This is an optimization exercise on Yosys and OpenROAD, whose aim is small area, not a production implementation.
The RTL was checked by simulation tests, not by an equivalence proof against the original design.
No driver is modelled on the clock port, so clocking that relies on it looks cheaper here than on a real chip.

$ cat flow/design.v
module cordic_dds (clk, phase_i, sin_o, cos_o, err_o);
   input         clk;
   input  [15:0] phase_i;
   output [16:0] sin_o, cos_o, err_o;
   reg [1:0] q [0:14];
   always @(posedge clk) q[0] <= phase_i[15:14];
   genvar g;
   generate for (g = 1; g < 15; g = g + 1) begin : qp
      always @(posedge clk) q[g] <= q[g-1];
   end endgenerate
   reg [13:0] z0;
   always @(posedge clk) z0 <= phase_i[13:0];
   reg [13:0] u1; reg sd1;
   reg [12:0] u2; reg sd2;
   reg [11:0] u3; reg sd3;
   reg [10:0] u4; reg sd4;
   reg [9:0] u5; reg sd5;
   reg [8:0] u6; reg sd6;
   reg [7:0] u7; reg sd7;
   reg [6:0] u8; reg sd8;
   reg [5:0] u9; reg sd9;
   reg [4:0] u10; reg sd10;
   reg [3:0] u11; reg sd11;
   reg [2:0] u12; reg sd12;
   reg [2:0] u13; reg sd13;
   reg [1:0] u14; reg sd14;
   wire [14:0] v0 = {1'b0, z0} - 15'd8189;
   always @(posedge clk) begin u1 <= v0[13:0] ^ {14{v0[14]}}; sd1 <= v0[14] ^ q[0][0]; end
   wire [14:0] v1 = {1'd0, u1} - 15'd4834;
   always @(posedge clk) begin u2 <= v1[12:0] ^ {13{v1[14]}}; sd2 <= sd1 ^ v1[14]; end
   wire [13:0] v2 = {1'd0, u2} - 14'd2554;
   always @(posedge clk) begin u3 <= v2[11:0] ^ {12{v2[13]}}; sd3 <= sd2 ^ v2[13]; end
   wire [12:0] v3 = {1'd0, u3} - 13'd1296;
   always @(posedge clk) begin u4 <= v3[10:0] ^ {11{v3[12]}}; sd4 <= sd3 ^ v3[12]; end
   wire [11:0] v4 = {1'd0, u4} - 12'd650;
   always @(posedge clk) begin u5 <= v4[9:0] ^ {10{v4[11]}}; sd5 <= sd4 ^ v4[11]; end
   wire [10:0] v5 = {1'd0, u5} - 11'd325;
   always @(posedge clk) begin u6 <= v5[8:0] ^ {9{v5[10]}}; sd6 <= sd5 ^ v5[10]; end
   wire [9:0] v6 = {1'd0, u6} - 10'd162;
   always @(posedge clk) begin u7 <= v6[7:0] ^ {8{v6[9]}}; sd7 <= sd6 ^ v6[9]; end
   wire [8:0] v7 = {1'd0, u7} - 9'd81;
   always @(posedge clk) begin u8 <= v7[6:0] ^ {7{v7[8]}}; sd8 <= sd7 ^ v7[8]; end
   wire [7:0] v8 = {1'd0, u8} - 8'd40;
   always @(posedge clk) begin u9 <= v8[5:0] ^ {6{v8[7]}}; sd9 <= sd8 ^ v8[7]; end
   wire [6:0] v9 = {1'd0, u9} - 7'd20;
   always @(posedge clk) begin u10 <= v9[4:0] ^ {5{v9[6]}}; sd10 <= sd9 ^ v9[6]; end
   wire [5:0] v10 = {1'd0, u10} - 6'd10;
   always @(posedge clk) begin u11 <= v10[3:0] ^ {4{v10[5]}}; sd11 <= sd10 ^ v10[5]; end
   wire [4:0] v11 = {1'd0, u11} - 5'd5;
   always @(posedge clk) begin u12 <= v11[2:0] ^ {3{v11[4]}}; sd12 <= sd11 ^ v11[4]; end
   wire [3:0] v12 = {1'd0, u12} - 4'd2;
   always @(posedge clk) begin u13 <= v12[2:0] ^ {3{v12[3]}}; sd13 <= sd12 ^ v12[3]; end
   wire [3:0] v13 = {1'd0, u13} - 4'd1;
   always @(posedge clk) begin u14 <= v13[1:0] ^ {2{v13[3]}}; sd14 <= sd13 ^ v13[3]; end
   wire zsg = sd14 ^ q[14][0];
   wire [2:0] z14 = {zsg, u14 ^ {2{zsg}}};
   assign err_o = {{14{z14[2]}}, z14};
   reg d1_2; always @(posedge clk) d1_2 <= sd1;
   reg d1_3; always @(posedge clk) d1_3 <= d1_2;
   reg d1_4; always @(posedge clk) d1_4 <= d1_3;
   reg d1_5; always @(posedge clk) d1_5 <= d1_4;
   reg d1_6; always @(posedge clk) d1_6 <= d1_5;
   reg d1_7; always @(posedge clk) d1_7 <= d1_6;
   reg d1_8; always @(posedge clk) d1_8 <= d1_7;
   reg d1_9; always @(posedge clk) d1_9 <= d1_8;
   reg d1_10; always @(posedge clk) d1_10 <= d1_9;
   reg d1_11; always @(posedge clk) d1_11 <= d1_10;
   reg d2_3; always @(posedge clk) d2_3 <= sd2;
   reg d2_4; always @(posedge clk) d2_4 <= d2_3;
   reg d2_5; always @(posedge clk) d2_5 <= d2_4;
   reg d2_6; always @(posedge clk) d2_6 <= d2_5;
   reg d2_7; always @(posedge clk) d2_7 <= d2_6;
   reg d2_8; always @(posedge clk) d2_8 <= d2_7;
   reg d2_9; always @(posedge clk) d2_9 <= d2_8;
   reg d2_10; always @(posedge clk) d2_10 <= d2_9;
   reg d2_11; always @(posedge clk) d2_11 <= d2_10;
   reg d3_4; always @(posedge clk) d3_4 <= sd3;
   reg d3_5; always @(posedge clk) d3_5 <= d3_4;
   reg d3_6; always @(posedge clk) d3_6 <= d3_5;
   reg d3_7; always @(posedge clk) d3_7 <= d3_6;
   reg d3_8; always @(posedge clk) d3_8 <= d3_7;
   reg d3_9; always @(posedge clk) d3_9 <= d3_8;
   reg d3_10; always @(posedge clk) d3_10 <= d3_9;
   reg d3_11; always @(posedge clk) d3_11 <= d3_10;
   reg d4_5; always @(posedge clk) d4_5 <= sd4;
   reg d4_6; always @(posedge clk) d4_6 <= d4_5;
   reg d4_7; always @(posedge clk) d4_7 <= d4_6;
   reg d4_8; always @(posedge clk) d4_8 <= d4_7;
   reg d4_9; always @(posedge clk) d4_9 <= d4_8;
   reg d4_10; always @(posedge clk) d4_10 <= d4_9;
   reg d4_11; always @(posedge clk) d4_11 <= d4_10;
   reg d5_6; always @(posedge clk) d5_6 <= sd5;
   reg d5_7; always @(posedge clk) d5_7 <= d5_6;
   reg d5_8; always @(posedge clk) d5_8 <= d5_7;
   reg d5_9; always @(posedge clk) d5_9 <= d5_8;
   reg d5_10; always @(posedge clk) d5_10 <= d5_9;
   reg d5_11; always @(posedge clk) d5_11 <= d5_10;
   reg d6_7; always @(posedge clk) d6_7 <= sd6;
   reg d6_8; always @(posedge clk) d6_8 <= d6_7;
   reg d6_9; always @(posedge clk) d6_9 <= d6_8;
   reg d6_10; always @(posedge clk) d6_10 <= d6_9;
   reg d6_11; always @(posedge clk) d6_11 <= d6_10;
   reg d7_8; always @(posedge clk) d7_8 <= sd7;
   reg d7_9; always @(posedge clk) d7_9 <= d7_8;
   reg d7_10; always @(posedge clk) d7_10 <= d7_9;
   reg d7_11; always @(posedge clk) d7_11 <= d7_10;
   reg d8_9; always @(posedge clk) d8_9 <= sd8;
   reg d8_10; always @(posedge clk) d8_10 <= d8_9;
   reg d8_11; always @(posedge clk) d8_11 <= d8_10;
   reg d8_12; always @(posedge clk) d8_12 <= d8_11;
   reg d9_10; always @(posedge clk) d9_10 <= sd9;
   reg d9_11; always @(posedge clk) d9_11 <= d9_10;
   reg d9_12; always @(posedge clk) d9_12 <= d9_11;
   reg d10_11; always @(posedge clk) d10_11 <= sd10;
   reg d10_12; always @(posedge clk) d10_12 <= d10_11;
   reg d10_13; always @(posedge clk) d10_13 <= d10_12;
   reg d11_12; always @(posedge clk) d11_12 <= sd11;
   reg d11_13; always @(posedge clk) d11_13 <= d11_12;
   reg d12_13; always @(posedge clk) d12_13 <= sd12;
   reg d12_14; always @(posedge clk) d12_14 <= d12_13;
   reg d13_14; always @(posedge clk) d13_14 <= sd13;
   wire [6:0] tsel = {d7_11, d6_11, d5_11, d4_11, d3_11, d2_11, d1_11};
   wire hf = tsel[0];
   wire [5:0] hsel = tsel[6:1] ^ {6{hf}};
   wire [15:0] hx, hy;
   wire [63:0] hx_t0 = 64'b0110000111101101101011100010110001100001111011011010111000101100;
   assign hx[0] = hx_t0[hsel];
   wire [63:0] hx_t1 = 64'b1000100010010010110110000110101011010111001010010100100000010000;
   assign hx[1] = hx_t1[hsel];
   wire [63:0] hx_t2 = 64'b0011101110111101000100101100010010010001100000101110001101000000;
   assign hx[2] = hx_t2[hsel];
   wire [63:0] hx_t3 = 64'b1110110100000010110011101111111000100001100101111101000011010011;
   assign hx[3] = hx_t3[hsel];
   wire [63:0] hx_t4 = 64'b0000010010001101110000111110010000100010110011010000110110100000;
   assign hx[4] = hx_t4[hsel];
   wire [63:0] hx_t5 = 64'b0011001101011101110111110111110011110101010101110001011100110010;
   assign hx[5] = hx_t5[hsel];
   wire [63:0] hx_t6 = 64'b0011101111011001000100011111001000011001111110011111001110010110;
   assign hx[6] = hx_t6[hsel];
   wire [63:0] hx_t7 = 64'b1011111110010111101111011001011000010101000111110011010101111110;
   assign hx[7] = hx_t7[hsel];
   wire [63:0] hx_t8 = 64'b0010001000100000100010001010100110001000101000000000000000101001;
   assign hx[8] = hx_t8[hsel];
   wire [63:0] hx_t9 = 64'b0010000010001010000000101000101011111101011101010111010111110101;
   assign hx[9] = hx_t9[hsel];
   wire [63:0] hx_t10 = 64'b1000001010100010010111010101110101011111110101110010100000101000;
   assign hx[10] = hx_t10[hsel];
   wire [63:0] hx_t11 = 64'b1101010100101010100010000111011110001000011111111010100001010111;
   assign hx[11] = hx_t11[hsel];
   wire [63:0] hx_t12 = 64'b1000111110100101100001111111000010000111111100001010011111110000;
   assign hx[12] = hx_t12[hsel];
   wire [63:0] hx_t13 = 64'b0100001101100011010000110011001101000011001100110110001100110011;
   assign hx[13] = hx_t13[hsel];
   wire [63:0] hx_t14 = 64'b1010100110001001101010011001100110101001100110011000100110011001;
   assign hx[14] = hx_t14[hsel];
   wire [63:0] hx_t15 = 64'b0000000100000001000000010001000100000001000100010000000100010001;
   assign hx[15] = hx_t15[hsel];
   wire [63:0] hy_t0 = 64'b1110110010100100010001101100110111101100101001000100011011001101;
   assign hy[0] = hy_t0[hsel];
   wire [63:0] hy_t1 = 64'b1101101101100100111000001101010001001100011110111101110110100010;
   assign hy[1] = hy_t1[hsel];
   wire [63:0] hy_t2 = 64'b1010010101001111101010010111000011000011000101000111111011110010;
   assign hy[2] = hy_t2[hsel];
   wire [63:0] hy_t3 = 64'b1010011110001011001110100010010011100111000100011110111010101100;
   assign hy[3] = hy_t3[hsel];
   wire [63:0] hy_t4 = 64'b0111011001001011000011101011010110010100011100110001011111101000;
   assign hy[4] = hy_t4[hsel];
   wire [63:0] hy_t5 = 64'b1011000000000110000110101001101001000111101101101001101011111000;
   assign hy[5] = hy_t5[hsel];
   wire [63:0] hy_t6 = 64'b1010100101000100110101000111110010010110111110110101101110011011;
   assign hy[6] = hy_t6[hsel];
   wire [63:0] hy_t7 = 64'b0101010101100100011110111101001110111111000100111011110010010100;
   assign hy[7] = hy_t7[hsel];
   wire [63:0] hy_t8 = 64'b0101110101000011100110110001010010110101101111100111000111111110;
   assign hy[8] = hy_t8[hsel];
   wire [63:0] hy_t9 = 64'b0001100111000111111101010011110101010001100101110111111100111101;
   assign hy[9] = hy_t9[hsel];
   wire [63:0] hy_t10 = 64'b0011011110000111001111110101010100111111110101111011111101010101;
   assign hy[10] = hy_t10[hsel];
   wire [63:0] hy_t11 = 64'b1111010111001101111101010101111111110101110111011111010101011111;
   assign hy[11] = hy_t11[hsel];
   wire [63:0] hy_t12 = 64'b1101011111100111110101110111011111010111111101111101011101110111;
   assign hy[12] = hy_t12[hsel];
   wire [63:0] hy_t13 = 64'b0111111101101111011111111111111101111111011111110111111111111111;
   assign hy[13] = hy_t13[hsel];
   wire [63:0] hy_t14 = 64'b1111111111101111111111111111111111111111111111111111111111111111;
   assign hy[14] = hy_t14[hsel];
   wire [63:0] hy_t15 = 64'b0000000000010000000000000000000000000000000000000000000000000000;
   assign hy[15] = hy_t15[hsel];
   wire [15:0] tx = hf ? hy : hx;
   wire [15:0] ty = hf ? hx : hy;
   reg [15:0] xr12, yr12;
   always @(posedge clk) begin xr12 <= tx; yr12 <= ty; end
   wire cN = q[14][1] ^ q[14][0];
   wire sN = q[14][1];
   wire [16:0] X8 = {1'b0, xr12};
   wire [16:0] Y8 = {1'b0, yr12};
   wire dg8 = d8_12;
   wire [8:0] g8_wy0 = Y8[16:8], g8_wx0 = X8[16:8];
   wire [10:0] g8_xl1_c = {{2'b00, X8[7:0]}, 1'b1} + {{{1{g8_wy0[8]}}, g8_wy0} ^ {10{~dg8}}, ~dg8};
   wire [9:0] g8_xl1 = g8_xl1_c[10:1];
   wire [10:0] g8_yl1_c = {{2'b00, Y8[7:0]}, 1'b1} + {{{1{g8_wx0[8]}}, g8_wx0} ^ {10{dg8}}, dg8};
   wire [9:0] g8_yl1 = g8_yl1_c[10:1];
   wire [8:0] g8_xh1_h = X8[16:8];
   wire [1:0] g8_xh1_c = g8_xl1[9:8];
   wire g8_xh1_i = g8_xh1_c[0] & ~g8_xh1_c[1], g8_xh1_d = g8_xh1_c[1];
   wire [8:0] g8_xh1_p1, g8_xh1_p0;
   assign g8_xh1_p1[0] = 1'b1; assign g8_xh1_p0[0] = 1'b1;
   assign g8_xh1_p1[1] = g8_xh1_p1[0] & g8_xh1_h[0]; assign g8_xh1_p0[1] = g8_xh1_p0[0] & ~g8_xh1_h[0];
   assign g8_xh1_p1[2] = g8_xh1_p1[1] & g8_xh1_h[1]; assign g8_xh1_p0[2] = g8_xh1_p0[1] & ~g8_xh1_h[1];
   assign g8_xh1_p1[3] = g8_xh1_p1[2] & g8_xh1_h[2]; assign g8_xh1_p0[3] = g8_xh1_p0[2] & ~g8_xh1_h[2];
   assign g8_xh1_p1[4] = g8_xh1_p1[3] & g8_xh1_h[3]; assign g8_xh1_p0[4] = g8_xh1_p0[3] & ~g8_xh1_h[3];
   assign g8_xh1_p1[5] = g8_xh1_p1[4] & g8_xh1_h[4]; assign g8_xh1_p0[5] = g8_xh1_p0[4] & ~g8_xh1_h[4];
   assign g8_xh1_p1[6] = g8_xh1_p1[5] & g8_xh1_h[5]; assign g8_xh1_p0[6] = g8_xh1_p0[5] & ~g8_xh1_h[5];
   assign g8_xh1_p1[7] = g8_xh1_p1[6] & g8_xh1_h[6]; assign g8_xh1_p0[7] = g8_xh1_p0[6] & ~g8_xh1_h[6];
   assign g8_xh1_p1[8] = g8_xh1_p1[7] & g8_xh1_h[7]; assign g8_xh1_p0[8] = g8_xh1_p0[7] & ~g8_xh1_h[7];
   wire [8:0] g8_xh1 = g8_xh1_h ^ (({9{g8_xh1_i}} & g8_xh1_p1) | ({9{g8_xh1_d}} & g8_xh1_p0));
   wire [8:0] g8_yh1_h = Y8[16:8];
   wire [1:0] g8_yh1_c = g8_yl1[9:8];
   wire g8_yh1_i = g8_yh1_c[0] & ~g8_yh1_c[1], g8_yh1_d = g8_yh1_c[1];
   wire [8:0] g8_yh1_p1, g8_yh1_p0;
   assign g8_yh1_p1[0] = 1'b1; assign g8_yh1_p0[0] = 1'b1;
   assign g8_yh1_p1[1] = g8_yh1_p1[0] & g8_yh1_h[0]; assign g8_yh1_p0[1] = g8_yh1_p0[0] & ~g8_yh1_h[0];
   assign g8_yh1_p1[2] = g8_yh1_p1[1] & g8_yh1_h[1]; assign g8_yh1_p0[2] = g8_yh1_p0[1] & ~g8_yh1_h[1];
   assign g8_yh1_p1[3] = g8_yh1_p1[2] & g8_yh1_h[2]; assign g8_yh1_p0[3] = g8_yh1_p0[2] & ~g8_yh1_h[2];
   assign g8_yh1_p1[4] = g8_yh1_p1[3] & g8_yh1_h[3]; assign g8_yh1_p0[4] = g8_yh1_p0[3] & ~g8_yh1_h[3];
   assign g8_yh1_p1[5] = g8_yh1_p1[4] & g8_yh1_h[4]; assign g8_yh1_p0[5] = g8_yh1_p0[4] & ~g8_yh1_h[4];
   assign g8_yh1_p1[6] = g8_yh1_p1[5] & g8_yh1_h[5]; assign g8_yh1_p0[6] = g8_yh1_p0[5] & ~g8_yh1_h[5];
   assign g8_yh1_p1[7] = g8_yh1_p1[6] & g8_yh1_h[6]; assign g8_yh1_p0[7] = g8_yh1_p0[6] & ~g8_yh1_h[6];
   assign g8_yh1_p1[8] = g8_yh1_p1[7] & g8_yh1_h[7]; assign g8_yh1_p0[8] = g8_yh1_p0[7] & ~g8_yh1_h[7];
   wire [8:0] g8_yh1 = g8_yh1_h ^ (({9{g8_yh1_i}} & g8_yh1_p1) | ({9{g8_yh1_d}} & g8_yh1_p0));
   wire [16:0] g8_x1 = {g8_xh1, g8_xl1[7:0]}, g8_y1 = {g8_yh1, g8_yl1[7:0]};
   wire dg9 = d9_12;
   wire [7:0] g8_wy1 = g8_y1[16:9], g8_wx1 = g8_x1[16:9];
   wire [10:0] g8_xl2_c = {g8_xl1, 1'b1} + {{{2{g8_wy1[7]}}, g8_wy1} ^ {10{~dg9}}, ~dg9};
   wire [9:0] g8_xl2 = g8_xl2_c[10:1];
   wire [10:0] g8_yl2_c = {g8_yl1, 1'b1} + {{{2{g8_wx1[7]}}, g8_wx1} ^ {10{dg9}}, dg9};
   wire [9:0] g8_yl2 = g8_yl2_c[10:1];
   wire [8:0] g8_xh2_h = X8[16:8];
   wire [1:0] g8_xh2_c = g8_xl2[9:8];
   wire g8_xh2_i = g8_xh2_c[0] & ~g8_xh2_c[1], g8_xh2_d = g8_xh2_c[1];
   wire [8:0] g8_xh2_p1, g8_xh2_p0;
   assign g8_xh2_p1[0] = 1'b1; assign g8_xh2_p0[0] = 1'b1;
   assign g8_xh2_p1[1] = g8_xh2_p1[0] & g8_xh2_h[0]; assign g8_xh2_p0[1] = g8_xh2_p0[0] & ~g8_xh2_h[0];
   assign g8_xh2_p1[2] = g8_xh2_p1[1] & g8_xh2_h[1]; assign g8_xh2_p0[2] = g8_xh2_p0[1] & ~g8_xh2_h[1];
   assign g8_xh2_p1[3] = g8_xh2_p1[2] & g8_xh2_h[2]; assign g8_xh2_p0[3] = g8_xh2_p0[2] & ~g8_xh2_h[2];
   assign g8_xh2_p1[4] = g8_xh2_p1[3] & g8_xh2_h[3]; assign g8_xh2_p0[4] = g8_xh2_p0[3] & ~g8_xh2_h[3];
   assign g8_xh2_p1[5] = g8_xh2_p1[4] & g8_xh2_h[4]; assign g8_xh2_p0[5] = g8_xh2_p0[4] & ~g8_xh2_h[4];
   assign g8_xh2_p1[6] = g8_xh2_p1[5] & g8_xh2_h[5]; assign g8_xh2_p0[6] = g8_xh2_p0[5] & ~g8_xh2_h[5];
   assign g8_xh2_p1[7] = g8_xh2_p1[6] & g8_xh2_h[6]; assign g8_xh2_p0[7] = g8_xh2_p0[6] & ~g8_xh2_h[6];
   assign g8_xh2_p1[8] = g8_xh2_p1[7] & g8_xh2_h[7]; assign g8_xh2_p0[8] = g8_xh2_p0[7] & ~g8_xh2_h[7];
   wire [8:0] g8_xh2 = g8_xh2_h ^ (({9{g8_xh2_i}} & g8_xh2_p1) | ({9{g8_xh2_d}} & g8_xh2_p0));
   wire [8:0] g8_yh2_h = Y8[16:8];
   wire [1:0] g8_yh2_c = g8_yl2[9:8];
   wire g8_yh2_i = g8_yh2_c[0] & ~g8_yh2_c[1], g8_yh2_d = g8_yh2_c[1];
   wire [8:0] g8_yh2_p1, g8_yh2_p0;
   assign g8_yh2_p1[0] = 1'b1; assign g8_yh2_p0[0] = 1'b1;
   assign g8_yh2_p1[1] = g8_yh2_p1[0] & g8_yh2_h[0]; assign g8_yh2_p0[1] = g8_yh2_p0[0] & ~g8_yh2_h[0];
   assign g8_yh2_p1[2] = g8_yh2_p1[1] & g8_yh2_h[1]; assign g8_yh2_p0[2] = g8_yh2_p0[1] & ~g8_yh2_h[1];
   assign g8_yh2_p1[3] = g8_yh2_p1[2] & g8_yh2_h[2]; assign g8_yh2_p0[3] = g8_yh2_p0[2] & ~g8_yh2_h[2];
   assign g8_yh2_p1[4] = g8_yh2_p1[3] & g8_yh2_h[3]; assign g8_yh2_p0[4] = g8_yh2_p0[3] & ~g8_yh2_h[3];
   assign g8_yh2_p1[5] = g8_yh2_p1[4] & g8_yh2_h[4]; assign g8_yh2_p0[5] = g8_yh2_p0[4] & ~g8_yh2_h[4];
   assign g8_yh2_p1[6] = g8_yh2_p1[5] & g8_yh2_h[5]; assign g8_yh2_p0[6] = g8_yh2_p0[5] & ~g8_yh2_h[5];
   assign g8_yh2_p1[7] = g8_yh2_p1[6] & g8_yh2_h[6]; assign g8_yh2_p0[7] = g8_yh2_p0[6] & ~g8_yh2_h[6];
   assign g8_yh2_p1[8] = g8_yh2_p1[7] & g8_yh2_h[7]; assign g8_yh2_p0[8] = g8_yh2_p0[7] & ~g8_yh2_h[7];
   wire [8:0] g8_yh2 = g8_yh2_h ^ (({9{g8_yh2_i}} & g8_yh2_p1) | ({9{g8_yh2_d}} & g8_yh2_p0));
   wire [16:0] g8_x2 = {g8_xh2, g8_xl2[7:0]}, g8_y2 = {g8_yh2, g8_yl2[7:0]};
   reg [15:0] xr13, yr13;
   always @(posedge clk) begin xr13 <= g8_x2[15:0]; yr13 <= g8_y2[15:0]; end
   wire [16:0] X10 = {1'b0, xr13};
   wire [16:0] Y10 = {1'b0, yr13};
   wire dg10 = d10_13;
   wire [6:0] g10_wy0 = Y10[16:10], g10_wx0 = X10[16:10];
   wire [8:0] g10_xl1_c = {{2'b00, X10[5:0]}, 1'b1} + {{{1{g10_wy0[6]}}, g10_wy0} ^ {8{~dg10}}, ~dg10};
   wire [7:0] g10_xl1 = g10_xl1_c[8:1];
   wire [8:0] g10_yl1_c = {{2'b00, Y10[5:0]}, 1'b1} + {{{1{g10_wx0[6]}}, g10_wx0} ^ {8{dg10}}, dg10};
   wire [7:0] g10_yl1 = g10_yl1_c[8:1];
   wire [10:0] g10_xh1_h = X10[16:6];
   wire [1:0] g10_xh1_c = g10_xl1[7:6];
   wire g10_xh1_i = g10_xh1_c[0] & ~g10_xh1_c[1], g10_xh1_d = g10_xh1_c[1];
   wire [10:0] g10_xh1_p1, g10_xh1_p0;
   assign g10_xh1_p1[0] = 1'b1; assign g10_xh1_p0[0] = 1'b1;
   assign g10_xh1_p1[1] = g10_xh1_p1[0] & g10_xh1_h[0]; assign g10_xh1_p0[1] = g10_xh1_p0[0] & ~g10_xh1_h[0];
   assign g10_xh1_p1[2] = g10_xh1_p1[1] & g10_xh1_h[1]; assign g10_xh1_p0[2] = g10_xh1_p0[1] & ~g10_xh1_h[1];
   assign g10_xh1_p1[3] = g10_xh1_p1[2] & g10_xh1_h[2]; assign g10_xh1_p0[3] = g10_xh1_p0[2] & ~g10_xh1_h[2];
   assign g10_xh1_p1[4] = g10_xh1_p1[3] & g10_xh1_h[3]; assign g10_xh1_p0[4] = g10_xh1_p0[3] & ~g10_xh1_h[3];
   assign g10_xh1_p1[5] = g10_xh1_p1[4] & g10_xh1_h[4]; assign g10_xh1_p0[5] = g10_xh1_p0[4] & ~g10_xh1_h[4];
   assign g10_xh1_p1[6] = g10_xh1_p1[5] & g10_xh1_h[5]; assign g10_xh1_p0[6] = g10_xh1_p0[5] & ~g10_xh1_h[5];
   assign g10_xh1_p1[7] = g10_xh1_p1[6] & g10_xh1_h[6]; assign g10_xh1_p0[7] = g10_xh1_p0[6] & ~g10_xh1_h[6];
   assign g10_xh1_p1[8] = g10_xh1_p1[7] & g10_xh1_h[7]; assign g10_xh1_p0[8] = g10_xh1_p0[7] & ~g10_xh1_h[7];
   assign g10_xh1_p1[9] = g10_xh1_p1[8] & g10_xh1_h[8]; assign g10_xh1_p0[9] = g10_xh1_p0[8] & ~g10_xh1_h[8];
   assign g10_xh1_p1[10] = g10_xh1_p1[9] & g10_xh1_h[9]; assign g10_xh1_p0[10] = g10_xh1_p0[9] & ~g10_xh1_h[9];
   wire [10:0] g10_xh1 = g10_xh1_h ^ (({11{g10_xh1_i}} & g10_xh1_p1) | ({11{g10_xh1_d}} & g10_xh1_p0));
   wire [10:0] g10_yh1_h = Y10[16:6];
   wire [1:0] g10_yh1_c = g10_yl1[7:6];
   wire g10_yh1_i = g10_yh1_c[0] & ~g10_yh1_c[1], g10_yh1_d = g10_yh1_c[1];
   wire [10:0] g10_yh1_p1, g10_yh1_p0;
   assign g10_yh1_p1[0] = 1'b1; assign g10_yh1_p0[0] = 1'b1;
   assign g10_yh1_p1[1] = g10_yh1_p1[0] & g10_yh1_h[0]; assign g10_yh1_p0[1] = g10_yh1_p0[0] & ~g10_yh1_h[0];
   assign g10_yh1_p1[2] = g10_yh1_p1[1] & g10_yh1_h[1]; assign g10_yh1_p0[2] = g10_yh1_p0[1] & ~g10_yh1_h[1];
   assign g10_yh1_p1[3] = g10_yh1_p1[2] & g10_yh1_h[2]; assign g10_yh1_p0[3] = g10_yh1_p0[2] & ~g10_yh1_h[2];
   assign g10_yh1_p1[4] = g10_yh1_p1[3] & g10_yh1_h[3]; assign g10_yh1_p0[4] = g10_yh1_p0[3] & ~g10_yh1_h[3];
   assign g10_yh1_p1[5] = g10_yh1_p1[4] & g10_yh1_h[4]; assign g10_yh1_p0[5] = g10_yh1_p0[4] & ~g10_yh1_h[4];
   assign g10_yh1_p1[6] = g10_yh1_p1[5] & g10_yh1_h[5]; assign g10_yh1_p0[6] = g10_yh1_p0[5] & ~g10_yh1_h[5];
   assign g10_yh1_p1[7] = g10_yh1_p1[6] & g10_yh1_h[6]; assign g10_yh1_p0[7] = g10_yh1_p0[6] & ~g10_yh1_h[6];
   assign g10_yh1_p1[8] = g10_yh1_p1[7] & g10_yh1_h[7]; assign g10_yh1_p0[8] = g10_yh1_p0[7] & ~g10_yh1_h[7];
   assign g10_yh1_p1[9] = g10_yh1_p1[8] & g10_yh1_h[8]; assign g10_yh1_p0[9] = g10_yh1_p0[8] & ~g10_yh1_h[8];
   assign g10_yh1_p1[10] = g10_yh1_p1[9] & g10_yh1_h[9]; assign g10_yh1_p0[10] = g10_yh1_p0[9] & ~g10_yh1_h[9];
   wire [10:0] g10_yh1 = g10_yh1_h ^ (({11{g10_yh1_i}} & g10_yh1_p1) | ({11{g10_yh1_d}} & g10_yh1_p0));
   wire [16:0] g10_x1 = {g10_xh1, g10_xl1[5:0]}, g10_y1 = {g10_yh1, g10_yl1[5:0]};
   wire dg11 = d11_13;
   wire [5:0] g10_wy1 = g10_y1[16:11], g10_wx1 = g10_x1[16:11];
   wire [8:0] g10_xl2_c = {g10_xl1, 1'b1} + {{{2{g10_wy1[5]}}, g10_wy1} ^ {8{~dg11}}, ~dg11};
   wire [7:0] g10_xl2 = g10_xl2_c[8:1];
   wire [8:0] g10_yl2_c = {g10_yl1, 1'b1} + {{{2{g10_wx1[5]}}, g10_wx1} ^ {8{dg11}}, dg11};
   wire [7:0] g10_yl2 = g10_yl2_c[8:1];
   wire [10:0] g10_xh2_h = X10[16:6];
   wire [1:0] g10_xh2_c = g10_xl2[7:6];
   wire g10_xh2_i = g10_xh2_c[0] & ~g10_xh2_c[1], g10_xh2_d = g10_xh2_c[1];
   wire [10:0] g10_xh2_p1, g10_xh2_p0;
   assign g10_xh2_p1[0] = 1'b1; assign g10_xh2_p0[0] = 1'b1;
   assign g10_xh2_p1[1] = g10_xh2_p1[0] & g10_xh2_h[0]; assign g10_xh2_p0[1] = g10_xh2_p0[0] & ~g10_xh2_h[0];
   assign g10_xh2_p1[2] = g10_xh2_p1[1] & g10_xh2_h[1]; assign g10_xh2_p0[2] = g10_xh2_p0[1] & ~g10_xh2_h[1];
   assign g10_xh2_p1[3] = g10_xh2_p1[2] & g10_xh2_h[2]; assign g10_xh2_p0[3] = g10_xh2_p0[2] & ~g10_xh2_h[2];
   assign g10_xh2_p1[4] = g10_xh2_p1[3] & g10_xh2_h[3]; assign g10_xh2_p0[4] = g10_xh2_p0[3] & ~g10_xh2_h[3];
   assign g10_xh2_p1[5] = g10_xh2_p1[4] & g10_xh2_h[4]; assign g10_xh2_p0[5] = g10_xh2_p0[4] & ~g10_xh2_h[4];
   assign g10_xh2_p1[6] = g10_xh2_p1[5] & g10_xh2_h[5]; assign g10_xh2_p0[6] = g10_xh2_p0[5] & ~g10_xh2_h[5];
   assign g10_xh2_p1[7] = g10_xh2_p1[6] & g10_xh2_h[6]; assign g10_xh2_p0[7] = g10_xh2_p0[6] & ~g10_xh2_h[6];
   assign g10_xh2_p1[8] = g10_xh2_p1[7] & g10_xh2_h[7]; assign g10_xh2_p0[8] = g10_xh2_p0[7] & ~g10_xh2_h[7];
   assign g10_xh2_p1[9] = g10_xh2_p1[8] & g10_xh2_h[8]; assign g10_xh2_p0[9] = g10_xh2_p0[8] & ~g10_xh2_h[8];
   assign g10_xh2_p1[10] = g10_xh2_p1[9] & g10_xh2_h[9]; assign g10_xh2_p0[10] = g10_xh2_p0[9] & ~g10_xh2_h[9];
   wire [10:0] g10_xh2 = g10_xh2_h ^ (({11{g10_xh2_i}} & g10_xh2_p1) | ({11{g10_xh2_d}} & g10_xh2_p0));
   wire [10:0] g10_yh2_h = Y10[16:6];
   wire [1:0] g10_yh2_c = g10_yl2[7:6];
   wire g10_yh2_i = g10_yh2_c[0] & ~g10_yh2_c[1], g10_yh2_d = g10_yh2_c[1];
   wire [10:0] g10_yh2_p1, g10_yh2_p0;
   assign g10_yh2_p1[0] = 1'b1; assign g10_yh2_p0[0] = 1'b1;
   assign g10_yh2_p1[1] = g10_yh2_p1[0] & g10_yh2_h[0]; assign g10_yh2_p0[1] = g10_yh2_p0[0] & ~g10_yh2_h[0];
   assign g10_yh2_p1[2] = g10_yh2_p1[1] & g10_yh2_h[1]; assign g10_yh2_p0[2] = g10_yh2_p0[1] & ~g10_yh2_h[1];
   assign g10_yh2_p1[3] = g10_yh2_p1[2] & g10_yh2_h[2]; assign g10_yh2_p0[3] = g10_yh2_p0[2] & ~g10_yh2_h[2];
   assign g10_yh2_p1[4] = g10_yh2_p1[3] & g10_yh2_h[3]; assign g10_yh2_p0[4] = g10_yh2_p0[3] & ~g10_yh2_h[3];
   assign g10_yh2_p1[5] = g10_yh2_p1[4] & g10_yh2_h[4]; assign g10_yh2_p0[5] = g10_yh2_p0[4] & ~g10_yh2_h[4];
   assign g10_yh2_p1[6] = g10_yh2_p1[5] & g10_yh2_h[5]; assign g10_yh2_p0[6] = g10_yh2_p0[5] & ~g10_yh2_h[5];
   assign g10_yh2_p1[7] = g10_yh2_p1[6] & g10_yh2_h[6]; assign g10_yh2_p0[7] = g10_yh2_p0[6] & ~g10_yh2_h[6];
   assign g10_yh2_p1[8] = g10_yh2_p1[7] & g10_yh2_h[7]; assign g10_yh2_p0[8] = g10_yh2_p0[7] & ~g10_yh2_h[7];
   assign g10_yh2_p1[9] = g10_yh2_p1[8] & g10_yh2_h[8]; assign g10_yh2_p0[9] = g10_yh2_p0[8] & ~g10_yh2_h[8];
   assign g10_yh2_p1[10] = g10_yh2_p1[9] & g10_yh2_h[9]; assign g10_yh2_p0[10] = g10_yh2_p0[9] & ~g10_yh2_h[9];
   wire [10:0] g10_yh2 = g10_yh2_h ^ (({11{g10_yh2_i}} & g10_yh2_p1) | ({11{g10_yh2_d}} & g10_yh2_p0));
   wire [16:0] g10_x2 = {g10_xh2, g10_xl2[5:0]}, g10_y2 = {g10_yh2, g10_yl2[5:0]};
   reg [15:0] xr14, yr14;
   always @(posedge clk) begin xr14 <= g10_x2[15:0]; yr14 <= g10_y2[15:0]; end
   wire [16:0] X12 = {(xr14[15] & xr14[14]), xr14};
   wire [16:0] Y12 = {(yr14[15] & yr14[14]), yr14};
   wire dg12 = d12_14;
   wire [4:0] g12_wy0 = Y12[16:12], g12_wx0 = X12[16:12];
   wire [6:0] g12_xl1_c = {{2'b00, X12[3:0]}, 1'b1} + {{{1{g12_wy0[4]}}, g12_wy0} ^ {6{~dg12}}, ~dg12};
   wire [5:0] g12_xl1 = g12_xl1_c[6:1];
   wire [6:0] g12_yl1_c = {{2'b00, Y12[3:0]}, 1'b1} + {{{1{g12_wx0[4]}}, g12_wx0} ^ {6{dg12}}, dg12};
   wire [5:0] g12_yl1 = g12_yl1_c[6:1];
   wire [12:0] g12_xh1_h = X12[16:4];
   wire [1:0] g12_xh1_c = g12_xl1[5:4];
   wire g12_xh1_i = g12_xh1_c[0] & ~g12_xh1_c[1], g12_xh1_d = g12_xh1_c[1];
   wire [12:0] g12_xh1_p1, g12_xh1_p0;
   assign g12_xh1_p1[0] = 1'b1; assign g12_xh1_p0[0] = 1'b1;
   assign g12_xh1_p1[1] = g12_xh1_p1[0] & g12_xh1_h[0]; assign g12_xh1_p0[1] = g12_xh1_p0[0] & ~g12_xh1_h[0];
   assign g12_xh1_p1[2] = g12_xh1_p1[1] & g12_xh1_h[1]; assign g12_xh1_p0[2] = g12_xh1_p0[1] & ~g12_xh1_h[1];
   assign g12_xh1_p1[3] = g12_xh1_p1[2] & g12_xh1_h[2]; assign g12_xh1_p0[3] = g12_xh1_p0[2] & ~g12_xh1_h[2];
   assign g12_xh1_p1[4] = g12_xh1_p1[3] & g12_xh1_h[3]; assign g12_xh1_p0[4] = g12_xh1_p0[3] & ~g12_xh1_h[3];
   assign g12_xh1_p1[5] = g12_xh1_p1[4] & g12_xh1_h[4]; assign g12_xh1_p0[5] = g12_xh1_p0[4] & ~g12_xh1_h[4];
   assign g12_xh1_p1[6] = g12_xh1_p1[5] & g12_xh1_h[5]; assign g12_xh1_p0[6] = g12_xh1_p0[5] & ~g12_xh1_h[5];
   assign g12_xh1_p1[7] = g12_xh1_p1[6] & g12_xh1_h[6]; assign g12_xh1_p0[7] = g12_xh1_p0[6] & ~g12_xh1_h[6];
   assign g12_xh1_p1[8] = g12_xh1_p1[7] & g12_xh1_h[7]; assign g12_xh1_p0[8] = g12_xh1_p0[7] & ~g12_xh1_h[7];
   assign g12_xh1_p1[9] = g12_xh1_p1[8] & g12_xh1_h[8]; assign g12_xh1_p0[9] = g12_xh1_p0[8] & ~g12_xh1_h[8];
   assign g12_xh1_p1[10] = g12_xh1_p1[9] & g12_xh1_h[9]; assign g12_xh1_p0[10] = g12_xh1_p0[9] & ~g12_xh1_h[9];
   assign g12_xh1_p1[11] = g12_xh1_p1[10] & g12_xh1_h[10]; assign g12_xh1_p0[11] = g12_xh1_p0[10] & ~g12_xh1_h[10];
   assign g12_xh1_p1[12] = g12_xh1_p1[11] & g12_xh1_h[11]; assign g12_xh1_p0[12] = g12_xh1_p0[11] & ~g12_xh1_h[11];
   wire [12:0] g12_xh1 = g12_xh1_h ^ (({13{g12_xh1_i}} & g12_xh1_p1) | ({13{g12_xh1_d}} & g12_xh1_p0));
   wire [12:0] g12_yh1_h = Y12[16:4];
   wire [1:0] g12_yh1_c = g12_yl1[5:4];
   wire g12_yh1_i = g12_yh1_c[0] & ~g12_yh1_c[1], g12_yh1_d = g12_yh1_c[1];
   wire [12:0] g12_yh1_p1, g12_yh1_p0;
   assign g12_yh1_p1[0] = 1'b1; assign g12_yh1_p0[0] = 1'b1;
   assign g12_yh1_p1[1] = g12_yh1_p1[0] & g12_yh1_h[0]; assign g12_yh1_p0[1] = g12_yh1_p0[0] & ~g12_yh1_h[0];
   assign g12_yh1_p1[2] = g12_yh1_p1[1] & g12_yh1_h[1]; assign g12_yh1_p0[2] = g12_yh1_p0[1] & ~g12_yh1_h[1];
   assign g12_yh1_p1[3] = g12_yh1_p1[2] & g12_yh1_h[2]; assign g12_yh1_p0[3] = g12_yh1_p0[2] & ~g12_yh1_h[2];
   assign g12_yh1_p1[4] = g12_yh1_p1[3] & g12_yh1_h[3]; assign g12_yh1_p0[4] = g12_yh1_p0[3] & ~g12_yh1_h[3];
   assign g12_yh1_p1[5] = g12_yh1_p1[4] & g12_yh1_h[4]; assign g12_yh1_p0[5] = g12_yh1_p0[4] & ~g12_yh1_h[4];
   assign g12_yh1_p1[6] = g12_yh1_p1[5] & g12_yh1_h[5]; assign g12_yh1_p0[6] = g12_yh1_p0[5] & ~g12_yh1_h[5];
   assign g12_yh1_p1[7] = g12_yh1_p1[6] & g12_yh1_h[6]; assign g12_yh1_p0[7] = g12_yh1_p0[6] & ~g12_yh1_h[6];
   assign g12_yh1_p1[8] = g12_yh1_p1[7] & g12_yh1_h[7]; assign g12_yh1_p0[8] = g12_yh1_p0[7] & ~g12_yh1_h[7];
   assign g12_yh1_p1[9] = g12_yh1_p1[8] & g12_yh1_h[8]; assign g12_yh1_p0[9] = g12_yh1_p0[8] & ~g12_yh1_h[8];
   assign g12_yh1_p1[10] = g12_yh1_p1[9] & g12_yh1_h[9]; assign g12_yh1_p0[10] = g12_yh1_p0[9] & ~g12_yh1_h[9];
   assign g12_yh1_p1[11] = g12_yh1_p1[10] & g12_yh1_h[10]; assign g12_yh1_p0[11] = g12_yh1_p0[10] & ~g12_yh1_h[10];
   assign g12_yh1_p1[12] = g12_yh1_p1[11] & g12_yh1_h[11]; assign g12_yh1_p0[12] = g12_yh1_p0[11] & ~g12_yh1_h[11];
   wire [12:0] g12_yh1 = g12_yh1_h ^ (({13{g12_yh1_i}} & g12_yh1_p1) | ({13{g12_yh1_d}} & g12_yh1_p0));
   wire [16:0] g12_x1 = {g12_xh1, g12_xl1[3:0]}, g12_y1 = {g12_yh1, g12_yl1[3:0]};
   wire dg13 = d13_14;
   wire [3:0] g12_wy1 = g12_y1[16:13], g12_wx1 = g12_x1[16:13];
   wire [5:0] g12_xm = g12_xl1 - {5'd0, cN};
   wire [5:0] g12_ym = g12_yl1 - {5'd0, sN};
   wire [6:0] g12_xl2_c = {g12_xm, 1'b1} + {{{2{g12_wy1[3]}}, g12_wy1} ^ {6{~dg13}}, ~dg13};
   wire [5:0] g12_xl2 = g12_xl2_c[6:1];
   wire [6:0] g12_yl2_c = {g12_ym, 1'b1} + {{{2{g12_wx1[3]}}, g12_wx1} ^ {6{dg13}}, dg13};
   wire [5:0] g12_yl2 = g12_yl2_c[6:1];
   wire [12:0] g12_xh2_h = X12[16:4];
   wire [1:0] g12_xh2_c = g12_xl2[5:4];
   wire g12_xh2_i = g12_xh2_c[0] & ~g12_xh2_c[1], g12_xh2_d = g12_xh2_c[1];
   wire [12:0] g12_xh2_p1, g12_xh2_p0;
   assign g12_xh2_p1[0] = 1'b1; assign g12_xh2_p0[0] = 1'b1;
   assign g12_xh2_p1[1] = g12_xh2_p1[0] & g12_xh2_h[0]; assign g12_xh2_p0[1] = g12_xh2_p0[0] & ~g12_xh2_h[0];
   assign g12_xh2_p1[2] = g12_xh2_p1[1] & g12_xh2_h[1]; assign g12_xh2_p0[2] = g12_xh2_p0[1] & ~g12_xh2_h[1];
   assign g12_xh2_p1[3] = g12_xh2_p1[2] & g12_xh2_h[2]; assign g12_xh2_p0[3] = g12_xh2_p0[2] & ~g12_xh2_h[2];
   assign g12_xh2_p1[4] = g12_xh2_p1[3] & g12_xh2_h[3]; assign g12_xh2_p0[4] = g12_xh2_p0[3] & ~g12_xh2_h[3];
   assign g12_xh2_p1[5] = g12_xh2_p1[4] & g12_xh2_h[4]; assign g12_xh2_p0[5] = g12_xh2_p0[4] & ~g12_xh2_h[4];
   assign g12_xh2_p1[6] = g12_xh2_p1[5] & g12_xh2_h[5]; assign g12_xh2_p0[6] = g12_xh2_p0[5] & ~g12_xh2_h[5];
   assign g12_xh2_p1[7] = g12_xh2_p1[6] & g12_xh2_h[6]; assign g12_xh2_p0[7] = g12_xh2_p0[6] & ~g12_xh2_h[6];
   assign g12_xh2_p1[8] = g12_xh2_p1[7] & g12_xh2_h[7]; assign g12_xh2_p0[8] = g12_xh2_p0[7] & ~g12_xh2_h[7];
   assign g12_xh2_p1[9] = g12_xh2_p1[8] & g12_xh2_h[8]; assign g12_xh2_p0[9] = g12_xh2_p0[8] & ~g12_xh2_h[8];
   assign g12_xh2_p1[10] = g12_xh2_p1[9] & g12_xh2_h[9]; assign g12_xh2_p0[10] = g12_xh2_p0[9] & ~g12_xh2_h[9];
   assign g12_xh2_p1[11] = g12_xh2_p1[10] & g12_xh2_h[10]; assign g12_xh2_p0[11] = g12_xh2_p0[10] & ~g12_xh2_h[10];
   assign g12_xh2_p1[12] = g12_xh2_p1[11] & g12_xh2_h[11]; assign g12_xh2_p0[12] = g12_xh2_p0[11] & ~g12_xh2_h[11];
   wire [12:0] g12_xh2 = g12_xh2_h ^ (({13{g12_xh2_i}} & g12_xh2_p1) | ({13{g12_xh2_d}} & g12_xh2_p0));
   wire [12:0] g12_yh2_h = Y12[16:4];
   wire [1:0] g12_yh2_c = g12_yl2[5:4];
   wire g12_yh2_i = g12_yh2_c[0] & ~g12_yh2_c[1], g12_yh2_d = g12_yh2_c[1];
   wire [12:0] g12_yh2_p1, g12_yh2_p0;
   assign g12_yh2_p1[0] = 1'b1; assign g12_yh2_p0[0] = 1'b1;
   assign g12_yh2_p1[1] = g12_yh2_p1[0] & g12_yh2_h[0]; assign g12_yh2_p0[1] = g12_yh2_p0[0] & ~g12_yh2_h[0];
   assign g12_yh2_p1[2] = g12_yh2_p1[1] & g12_yh2_h[1]; assign g12_yh2_p0[2] = g12_yh2_p0[1] & ~g12_yh2_h[1];
   assign g12_yh2_p1[3] = g12_yh2_p1[2] & g12_yh2_h[2]; assign g12_yh2_p0[3] = g12_yh2_p0[2] & ~g12_yh2_h[2];
   assign g12_yh2_p1[4] = g12_yh2_p1[3] & g12_yh2_h[3]; assign g12_yh2_p0[4] = g12_yh2_p0[3] & ~g12_yh2_h[3];
   assign g12_yh2_p1[5] = g12_yh2_p1[4] & g12_yh2_h[4]; assign g12_yh2_p0[5] = g12_yh2_p0[4] & ~g12_yh2_h[4];
   assign g12_yh2_p1[6] = g12_yh2_p1[5] & g12_yh2_h[5]; assign g12_yh2_p0[6] = g12_yh2_p0[5] & ~g12_yh2_h[5];
   assign g12_yh2_p1[7] = g12_yh2_p1[6] & g12_yh2_h[6]; assign g12_yh2_p0[7] = g12_yh2_p0[6] & ~g12_yh2_h[6];
   assign g12_yh2_p1[8] = g12_yh2_p1[7] & g12_yh2_h[7]; assign g12_yh2_p0[8] = g12_yh2_p0[7] & ~g12_yh2_h[7];
   assign g12_yh2_p1[9] = g12_yh2_p1[8] & g12_yh2_h[8]; assign g12_yh2_p0[9] = g12_yh2_p0[8] & ~g12_yh2_h[8];
   assign g12_yh2_p1[10] = g12_yh2_p1[9] & g12_yh2_h[9]; assign g12_yh2_p0[10] = g12_yh2_p0[9] & ~g12_yh2_h[9];
   assign g12_yh2_p1[11] = g12_yh2_p1[10] & g12_yh2_h[10]; assign g12_yh2_p0[11] = g12_yh2_p0[10] & ~g12_yh2_h[10];
   assign g12_yh2_p1[12] = g12_yh2_p1[11] & g12_yh2_h[11]; assign g12_yh2_p0[12] = g12_yh2_p0[11] & ~g12_yh2_h[11];
   wire [12:0] g12_yh2 = g12_yh2_h ^ (({13{g12_yh2_i}} & g12_yh2_p1) | ({13{g12_yh2_d}} & g12_yh2_p0));
   wire [16:0] g12_x2 = {g12_xh2, g12_xl2[3:0]}, g12_y2 = {g12_yh2, g12_yl2[3:0]};
   reg [16:0] cos_r, sin_r;
   always @(posedge clk) begin
      cos_r <= {17{cN}} ^ g12_x2;
      sin_r <= {17{sN}} ^ g12_y2;
   end
   assign cos_o = cos_r;
   assign sin_o = sin_r;
endmodule
$ cat flow/flow/run.sh
#!/bin/bash
# Own layout flow: the standard flow (standard synthesis unchanged), with
#  - the port buffers made from sky130_fd_sc_hd__buf_1 cells,
#  - clock tree options passed to clock_tree_synthesis,
#  - power recovery (cell down-sizing on paths with slack) after global routing.
# Each make run writes its full output to a log of its own in the work folder;
# ORFS's per-step logs are under orfs/logs/.
set -euo pipefail
cd "$(dirname "$0")/.."
source flow/knobs.sh
bash standard.sh finish \
  "BUFFER_PORTS_ARGS=$PORT_BUF_ARGS" \
  "CTS_ARGS=$CTS_ARGS" \
  "RECOVER_POWER=$RECOVER" > flow_standard.log 2>&1
$ cat flow/flow/knobs.sh
PORT_BUF_ARGS="-buffer_cell sky130_fd_sc_hd__buf_1"
CTS_ARGS="-sink_clustering_enable -repair_clock_nets -dont_use_dummy_load -buf_list sky130_fd_sc_hd__clkbuf_16 -sink_clustering_size 25 -sink_clustering_max_diameter 120"
RECOVER=0
$ cat flow/standard.sh
#!/bin/bash
# synth_recipe.tcl (not shown) runs the flow's synth.tcl, then flattens the netlist and writes it again
# the make line also repeats each setting of config.mk as NAME=value (left out here)
make -C /OpenROAD-flow-scripts/flow DESIGN_CONFIG=/design/flow/config.mk WORK_HOME=/design/flow/orfs CLKGATE_MAP_FILE= SYNTH_SCRIPT=/design/flow/synth_recipe.tcl "${@:-finish}"
$ cat flow/config.mk
export PLATFORM = sky130hd
export DESIGN_NAME = cordic_dds
export DESIGN_NICKNAME = cordic_dds
export VERILOG_FILES = /design/flow/design.v
export SDC_FILE = /design/flow/constraint.sdc
export NUM_CORES = 4
export LEC_CHECK = 0
export ABC_AREA = 1
export ABC_CLOCK_PERIOD_IN_PS = 5000
export CAP_MARGIN = 20
export CORE_MARGIN = 2
export CORE_UTILIZATION = 40
export GPL_TIMING_DRIVEN = 0
export SLEW_MARGIN = 20
$ cat flow/constraint.sdc
create_clock -name core_clock -period 5.0 [get_ports {clk}]
set_input_delay 1.0000 -clock core_clock [delete_from_list [all_inputs] [get_ports {clk}]]
set_output_delay 1.0000 -clock core_clock [all_outputs]
set_load 0.01 [all_outputs]
==> results of run 1 <==
layout by cell type (no fill, tap or decap), types with 7 or more instances in the layout:
master	count
nand2_1	679
dfxtp_1	358
inv_1	341
xor2_1	204
nand3_1	178
nor2_1	171
xnor2_1	146
o21ai_0	118
ha_1	106
a21oi_1	103
buf_1	76
nand4_1	41
clkbuf_1	30
nand2_2	25
buf_4	23
nor3_1	21
nand3b_1	21
clkbuf_16	19
o211ai_1	17
o22ai_1	14
nor2_2	14
inv_2	12
or2_2	12
buf_2	11
o221ai_1	11
a21o_1	10
nand3_2	10
o21ai_1	8
a31oi_1	8
nand2_4	8
buf_6	7
a22oi_1	7
worst paths after layout:
path	to	slack (ns)
worst max-delay path	yr12[1]$_DFF_P_	0.25
worst min register to register	q[1][1]$_DFF_P_	0.32
worst min-delay path	q[1][1]$_DFF_P_	0.32
worst max register to register	yr12[1]$_DFF_P_	0.25
state kept, by name (all words and copies together), names as in the netlist, 3 cells and up:
name,flops
u2,13
cos_r,17
u11,4
xr13,16
u4,11
u1,14
u12,3
u5,10
xr12,16
yr13,16
u7,8
u3,12
u6,9
u13,3
u9,6
yr14,16
xr14,16
sin_r,17
u10,5
z0,14
u8,7
q,30
yr12,16
layer usage:
layer  vias to the layer above  wire (µm)  track usage, %
met1                      8271      23000            23.3
met4                         0       2540            8.21
li1                       9191          -               -
met5                         -          0               0
met3                       139       2280            2.22
met2                       435      28300            38.3
final cells by class:
class                   count  area [µm²]
fillers                  5223       28700
multi-input cells        2019       12100
flip-flops and latches    359        7190
inverters                 357        1340
well taps                 680         851
clock buffers              19         475
plain buffers              80         450
repair buffers             71         294
through the flow:
stage                     setup TNS (ns)  cell area, µm²  hold slack, ns
after global routing             -0.0611           22700           0.335
after floorplan                        0           20900           0.310
final                                  0           22700           0.325
after global placement            -17.39           22000           0.310
after CTS                              0           22500           0.332
after detailed placement          -20.15           22000           0.312
logic make-up (layout without fill, tap and decap cells):
kind of cell    count (synthesis)  after routing  share of synthesized area [%]
compound gates                353            353                           10.0
xor+xnor                      356            357                           15.0
fa+ha+maj                     106            106                           6.36
buf+inv                       437            527                           8.41
flops                         359            359                           34.5
simple gates                 1203           1203                           25.7
timing repair:
action / 4_1_cts / 5_1_grt
buffers inserted: 2 / 2
gates cloned: 0 / 1
setup endpoints to repair: 44 / 46
resized for setup: 12 / 40
pin swaps: 1 / 2
==> results.py, run 1 <==
metrics = {
    "drt": {
        "routed_wl_um": 56000,
        "drt_iter0_drc": 1224,
        "dr_total_vias": 18000,
        "firstDrtPassIters": 5,
        "viasPerCell": 5.03,
        "final_antenna_net_count": 0,
        "drc_errors": 0,
        "wl_per_cell_um": 15.6,
    },
    "die": {
        "die_area_mm2": 0.0540,
        "rows": 83,
        "io_pins": 68,
        "core_region_area_mm2": 0.0514,
        "fp.dieW_um": 232,
        "start_util_pct": 40.6,
        "die_y_um": 232,
    },
    "synthesis": {
        "yosysSeqAreaShare_pct": 34.5,
        "ys_warn_count": 2,
        "yosysMostFrequentCell": "nand2_1",
        "netlist-cell-type-count": 62,
        "synth-seq-cells": 359,
        "netlist_area_mm2": 0.0209,
        "synth_top_area_share_pct": 34.5,
        "synth_edf_count": 0,
        "avgSynthCellArea_um2": 7.41,
        "synth-async-reset-ratio_pct": 0,
        "synth_flop_cell": "dfxtp_1",
        "yosysTopAreaCell": "dfxtp_1",
        "synth_area_leaders": "dfxtp_1, nand2_1, xor2_1",
        "synthesis.nets": 2937,
        "synthTopCellsByCount": "nand2_1, dfxtp_1, inv_1, xor2_1, nand3_1",
        "syn_inst": 2814,
    },
    "global_routing": {
        "first_global_vias": 17200,
        "antenna_found_initial": 0,
        "grt_max_degree": 26,
        "grt.total_usage_pct": 20.4,
        "grt_pass1_wl_um": 88200,
        "grt-ovfl-total": 0,
    },
    "timing": {
        "maxSlewHeadroom_pct": 26.7,
        "worst_slack_ns": 0.249,
        "worst_pin_slew_ns": 1.09,
        "setup_viol": 0,
        "finalHoldViolCount": 0,
        "post-route-period-util_pct": 95.0,
        "timing.fmax_mhz": 211,
        "drv_slew": 0,
        "period_minus_slack_ns": 4.75,
        "final.setup_skew_ns": 0.0563,
    },
    "critical_path": {
        "cp.depth": 11,
        "timing.rr.start": "d1_11$_DFF_P_",
        "crit_arrival_ns": 5.10,
        "end_kind": "register",
        "cp_cell_sequence": "buf_2, xnor2_1, inv_1, ha_1, inv_1, nor2_1, inv_1, a31oi_1, nand3_1, a221oi_1, o21ai_0",
        "start_kind": "register",
        "critPathMostFrequentCell": "inv_1",
        "critPathRequiredTime_ns": 5.35,
        "rr_worst_depth": 11,
        "max_stage_delay_ns": 0.89,
        "worst_path_max_delay_cell": "xnor2_1",
        "path_delay_family": "buffers and inverters",
        "crit_start": "d1_11$_DFF_P_",
        "worstSetupPathType": "reg2reg",
        "crit_buf_inv": 4,
        "worstPathMaxFanout": 10,
    },
    "cts": {
        "cts_tree": "yes",
        "numCtsBuffers": 19,
        "clock_sinks": 359,
        "cts_hold_buf": 0,
        "clock_latency_ns": 0.54,
        "clkTransAtPathRegs_ns": 0.09,
    },
    "cells_and_area": {
        "fin_nets": 3030,
        "layoutNonFillerInstCount": 3585,
        "diodes": 0,
        "synthToLayoutAreaGrowth_pct": 8.76,
        "utilization_pct": 44.1,
        "drive_above_1_share_pct": 6.44,
    },
    "place": {
        "place_congestion": 0.952,
        "preCtsSetupSlack_ns": -0.715,
        "hpwl_um": 44500,
        "io_buffers": 67,
        "place_inst": 3561,
    },
    "min_path": {
        "hold_class": "reg2reg",
        "whs_path_depth": 0,
        "min_from": "q[0][1]$_DFF_P_",
    },
    "run_status": {
        "outcome": "timing/DRC/antenna clean",
    },
    "flow_run": {
        "maxCapViolations": 0,
    },
}
==> run 2: changes to the inputs <==
--- a/flow/config.mk
+++ b/flow/config.mk
@@ -9,6 +9,7 @@
 export ABC_CLOCK_PERIOD_IN_PS = 5000
 export CAP_MARGIN = 20
 export CORE_MARGIN = 2
-export CORE_UTILIZATION = 40
-export GPL_TIMING_DRIVEN = 0
+export CORE_UTILIZATION = 50
+export PLACE_DENSITY = 0.6
 export SLEW_MARGIN = 20
+export TNS_END_PERCENT = 0
==> results.py, run 2 <==
metrics = {
    "global_routing": {
        "top_usage_layer": "met2",
        "met2_usage_pct": 45.6,
        "grt-ovfl-total": 0,
        "grt_util_met1_pct": 26.7,
        "grt_max_degree": 35,
        "first_global_vias": 17400,
        "grt.total_usage_pct": 23.7,
        "antenna_found_initial": 0,
        "met3_usage_pct": 2.60,
        "grt_pass1_wl_um": 84800,
    },
    "drt": {
        "drt_iter0_drc": 1276,
        "drc_errors": 0,
        "firstDrtPassIters": 8,
        "wl_per_cell_um": 15.3,
        "viasPerCell": 5.27,
        "final_antenna_net_count": 0,
        "dr_total_vias": 18000,
        "routed_wl_um": 52100,
    },
    "cells_and_area": {
        "layoutNonFillerInstCount": 3407,
        "fin_nets": 3000,
        "reg.largest.list": "q x30, cos_r x17, sin_r x17",
        "drive_above_1_share_pct": 6.09,
        "final_area_mm2": 0.0222,
        "final_common_cell": "nand2_1",
        "largest_reg_flops": 30,
        "final_cell_mix": "nand2_1, dfxtp_1, inv_1, xor2_1, nand3_1",
        "synthToLayoutAreaGrowth_pct": 6.69,
        "diodes": 0,
        "regMostFlops": "q",
    },
    "synthesis": {
        "yosysMostFrequentCell": "nand2_1",
        "synth_area_leaders": "dfxtp_1, nand2_1, xor2_1",
        "synthTopCellsByCount": "nand2_1, dfxtp_1, inv_1, xor2_1, nand3_1",
        "syn_inst": 2814,
        "netlist-cell-type-count": 62,
        "ys_warn_count": 2,
        "synth_edf_count": 0,
        "synth-seq-cells": 359,
        "yosysTopAreaCell": "dfxtp_1",
        "synth_top_area_share_pct": 34.5,
        "synthesis.nets": 2937,
        "yosysSeqAreaShare_pct": 34.5,
        "avgSynthCellArea_um2": 7.41,
        "netlist_area_mm2": 0.0209,
        "synth-async-reset-ratio_pct": 0,
        "synth_flop_cell": "dfxtp_1",
    },
    "cts": {
        "clkTransAtPathRegs_ns": 0.10,
        "cts_tree": "yes",
        "post-cts-setup-buffer-count": 0,
        "numCtsBuffers": 19,
        "cts_hold_buf": 0,
        "clock_sinks": 359,
        "clock_latency_ns": 0.52,
    },
    "place": {
        "io_buffers": 67,
        "place_inst": 3388,
        "place_congestion": 0.972,
        "preCtsSetupSlack_ns": 0.481,
        "hpwl_um": 41500,
        "place_area_mm2": 0.0218,
    },
    "timing": {
        "setup_tns_ns": 0,
        "final.setup_skew_ns": 0.0372,
        "setup_viol": 0,
        "drv_slew": 0,
        "timing.hold.ws_ns": 0.312,
        "maxSlewHeadroom_pct": 37.3,
        "timing.fmax_mhz": 216,
        "worst_pin_slew_ns": 0.937,
        "finalHoldViolCount": 0,
        "period_minus_slack_ns": 4.63,
        "worst_slack_ns": 0.367,
        "post-route-period-util_pct": 92.7,
        "grt_setup_unrepaired": "no",
    },
    "run_status": {
        "outcome": "timing/DRC/antenna clean",
    },
    "critical_path": {
        "worstSetupPathType": "reg2reg",
        "rrSetupSlack_ns": 0.37,
        "crit_arrival_ns": 5.04,
        "crit_path_end": "yr13[10]$_DFF_P_",
        "rr_endpoint": "yr13[10]$_DFF_P_",
        "worstPathMaxFanout": 28,
        "critPathRequiredTime_ns": 5.41,
        "crit_start": "d8_12$_DFF_P_",
        "rr_worst_depth": 25,
        "start_kind": "register",
        "timing.rr.start": "d8_12$_DFF_P_",
        "end_kind": "register",
    },
    "die": {
        "core_region_area_mm2": 0.0410,
        "die_y_um": 208,
        "start_util_pct": 50.8,
        "rows": 74,
        "io_pins": 68,
        "fp.dieW_um": 208,
        "die_area_mm2": 0.0434,
    },
    "min_path": {
        "hold_class": "reg2reg",
        "min_from": "d8_10$_DFF_P_",
    },
    "flow_run": {
        "maxCapViolations": 0,
    },
}
-- run 2: worst min-delay path by stage --
stage	cells after the start	to	slack (ns)
2_1_floorplan	0	d10_12$_DFF_P_	0.31
3_3_place_gp	0	q[1][1]$_DFF_P_	0.31
3_5_place_dp	0	q[13][0]$_DFF_P_	0.31
4_1_cts	0	d8_11$_DFF_P_	0.32
5_1_grt	0	d8_11$_DFF_P_	0.33
6_report	0	d8_11$_DFF_P_	0.31
-- run 2: logic make-up after synthesis --
family	count (synthesis)	share of synthesized area (%)
AND/OR/NAND/NOR	1203	25.7
AO/OA/AOI/OAI	353	10.0
adder cells (fa/ha/maj)	106	6.36
flip-flops	359	34.5
XOR/XNOR	356	15.0
buffers and inverters	437	8.41
-- run 2: metrics by stage --
step	utilization, %
finish	54.2
global route	54.2
CTS	54.2
detailed placement	53.1
global placement	53.1
floorplan	-
-- run 2: repair_timing --
action                                  in CTS  in global routing
resized for setup                            0                  1
endpoints found under the hold margin        0                  0
endpoints found under the setup margin       0                  4
-- run 2: final cells by class --
cell class	count	area [µm²]
fill	3946	18800
clock buffer	19	475
sequential	359	7190
timing repair buffer	122	668
tap	532	666
multi-input combinational	2018	11900
inverter	357	1340
-- run 2: worst max-delay path, stage by stage (launching register included) --
cell and delay, ns:
dfxtp_1 0.33, buf_4 0.35, xnor2_1 0.13, ha_1 0.34
a21oi_1 0.20, o21ai_0 0.15, a21oi_1 0.19, nand3_2 0.21
inv_1 0.20, nand2_1 0.12, o22ai_1 0.17, xor2_1 0.16
inv_1 0.06, ha_1 0.36, nand4_1 0.11, o211a_1 0.24
o21ai_0 0.33, a21oi_1 0.13, nor2_1 0.10, nor2_1 0.05
xor2_1 0.13, buf_4 0.17, nand3_1 0.11, nand2_1 0.06
nand2_1 0.05, nand2_1 0.04
-- run 2: metal layers --
layer  routed length [µm]  share of wire (%)
met1                21100                 40
met3                 2030                3.9
met5                    0                  0
met4                 2180                4.2
met2                26800                 51
==> run 3: changes to the inputs <==
--- a/flow/config.mk
+++ b/flow/config.mk
@@ -9,7 +9,5 @@
 export ABC_CLOCK_PERIOD_IN_PS = 5000
 export CAP_MARGIN = 20
 export CORE_MARGIN = 2
-export CORE_UTILIZATION = 50
-export PLACE_DENSITY = 0.6
+export CORE_UTILIZATION = 40
 export SLEW_MARGIN = 20
-export TNS_END_PERCENT = 0
==> results.py, run 3 <==
metrics = {
    "run_status": {
        "outcome": "timing/DRC/antenna clean",
    },
    "cts": {
        "numCtsBuffers": 19,
        "clkTransAtPathRegs_ns": 0.11,
        "clock_latency_ns": 0.54,
        "cts_tree": "yes",
        "post-cts-setup-buffer-count": 0,
    },
    "drt": {
        "viasPerCell": 5.02,
        "drt_iter0_drc": 1217,
        "maxUsedRoutingLayer": "met4",
        "drc_errors": 0,
        "routed_wl_um": 51300,
        "firstDrtPassIters": 6,
        "wirelength_met1_um": 22100,
    },
    "cells_and_area": {
        "fin_nets": 2987,
        "final_cell_mix": "nand2_1, dfxtp_1, inv_1, xor2_1, nand3_1",
        "final_area_mm2": 0.0223,
        "largest_reg_flops": 30,
        "synthToLayoutAreaGrowth_pct": 7.16,
        "drive_above_1_share_pct": 5.70,
        "diodes": 0,
        "utilization_pct": 43.5,
        "reg.largest.list": "q x30, cos_r x17, sin_r x17",
    },
    "die": {
        "io_pins": 68,
        "rows": 83,
        "fp.dieW_um": 232,
        "core_region_area_mm2": 0.0514,
        "die_y_um": 232,
        "start_util_pct": 40.6,
        "die_area_mm2": 0.0540,
    },
    "global_routing": {
        "antenna_found_initial": 0,
        "grt-ovfl-total": 0,
        "grt_pass1_wl_um": 83400,
        "grt.total_usage_pct": 18.8,
        "first_global_vias": 16900,
    },
    "critical_path": {
        "worstPathMaxFanout": 28,
        "crit_arrival_ns": 5.01,
        "end_kind": "register",
        "start_kind": "register",
        "worstSetupPathType": "reg2reg",
        "critPathRequiredTime_ns": 5.42,
    },
    "synthesis": {
        "yosysMostFrequentCell": "nand2_1",
        "netlist-cell-type-count": 62,
        "ys_warn_count": 2,
        "synth_flop_cell": "dfxtp_1",
        "synth-seq-cells": 359,
        "avgSynthCellArea_um2": 7.41,
        "synth_top_area_share_pct": 34.5,
        "synth_edf_count": 0,
        "netlist_area_mm2": 0.0209,
        "syn_inst": 2814,
        "synth-async-reset-ratio_pct": 0,
    },
    "place": {
        "place_congestion": 0.951,
        "preCtsSetupSlack_ns": 0.406,
        "place_area_mm2": 0.0219,
        "hpwl_um": 40500,
        "place_inst": 3523,
        "io_buffers": 67,
    },
    "timing": {
        "maxSlewHeadroom_pct": 34.0,
        "setup_tns_ns": 0,
        "timing.hold.ws_ns": 0.294,
        "period_minus_slack_ns": 4.59,
        "finalHoldViolCount": 0,
        "setup_viol": 0,
        "worst_slack_ns": 0.407,
        "final.setup_skew_ns": 0.0573,
        "timing.fmax_mhz": 218,
        "post-route-period-util_pct": 91.9,
        "worst_pin_slew_ns": 0.986,
    },
    "flow_run": {
        "maxCapViolations": 0,
    },
}
## run 3: cell counts after synthesis
Identical to the previous run, type by type.
## run 3: cells by family after synthesis
kind of cell	Yosys count	share of synthesized area [%]
xor+xnor	356	15.0
fa+ha+maj	106	6.36
buf+inv	437	8.41
simple gates	1203	25.7
compound gates	353	10.0
flops	359	34.5
## run 3: final timing paths
check / from / to / slack (ns) / cells after the start
max reg2reg: d8_12$_DFF_P_ / yr13[13]$_DFF_P_ / 0.41 / 25
max: d8_12$_DFF_P_ / yr13[13]$_DFF_P_ / 0.41 / 25
min reg2reg: d8_10$_DFF_P_ / d8_11$_DFF_P_ / 0.29 / 0
min: d8_10$_DFF_P_ / d8_11$_DFF_P_ / 0.29 / 0
## run 3: timing repair
action                     4_1_cts  5_1_grt
hold endpoints to repair         0        0
resized for setup                0        1
setup endpoints to repair        0       20
## run 3: per-layer routing
layer,global-route usage [%],vias up
met3,2.00,109
met1,22.7,8124
li1,-,9100
met2,34.0,433
met5,0,-
met4,6.99,0
## run 3: critical path, cell delays in order, from the launching register on
cell and delay (ns):
dfxtp_1 0.37, buf_12 0.20, xnor2_1 0.15, ha_1 0.30, a21oi_1 0.19, o21ai_0 0.12
a21oi_1 0.18, nand3_2 0.24, inv_1 0.26, nand2_1 0.13, o22ai_1 0.16, xor2_1 0.16
inv_1 0.06, ha_1 0.34, a21o_1 0.19, nand3_1 0.07, o211a_1 0.18, o21ai_0 0.13
a21oi_1 0.17, nor2_1 0.06, nor2_1 0.13, xor2_1 0.16, buf_4 0.18, nand3_1 0.11
nand3_1 0.10, nand2_1 0.08
## run 3: layout make-up
class | count | area, µm²
fillers | 5219 | 29100
multi-input cells | 2018 | 11900
flip-flops and latches | 359 | 7190
inverters | 357 | 1340
well taps | 680 | 851
repair buffers | 109 | 579
clock buffers | 19 | 475

-- what the ideal ports hide --
How much do the figures lean on ideal ports? The routed layouts below were timed once more, with nothing changed but the port constraints.
Step 1 (the two cells are an assumption about what drives the block):
set clk [get_ports {clk}]
set_driving_cell -lib_cell sky130_fd_sc_hd__clkbuf_16 $clk
set_driving_cell -lib_cell sky130_fd_sc_hd__buf_2 [delete_from_list [all_inputs] $clk]
Step 2 times the ports against the registers' clock, not the clock port: input delays grow and output delays shrink by t, the midpoint of the rising clock arrivals with the driver on.
a / b / c = no drivers / after step 1 / after step 2; a / b = the first two.
| run | t (ns) | slack for setup (ns) | worst setup path after step 2 | worst register clock-pin slew, ns |
|---|---|---|---|---|
| run 1 | 0.567 | 0.249 / 0.249 / 0.249 | register to register | 0.12 / 0.12 |
| run 2 | 0.559 | 0.367 / 0.367 / 0.367 | register to register | 0.11 / 0.11 |
| run 3 | 0.563 | 0.407 / 0.407 / 0.407 | register to register | 0.11 / 0.11 |
After both steps setup and hold are still met in every run listed.
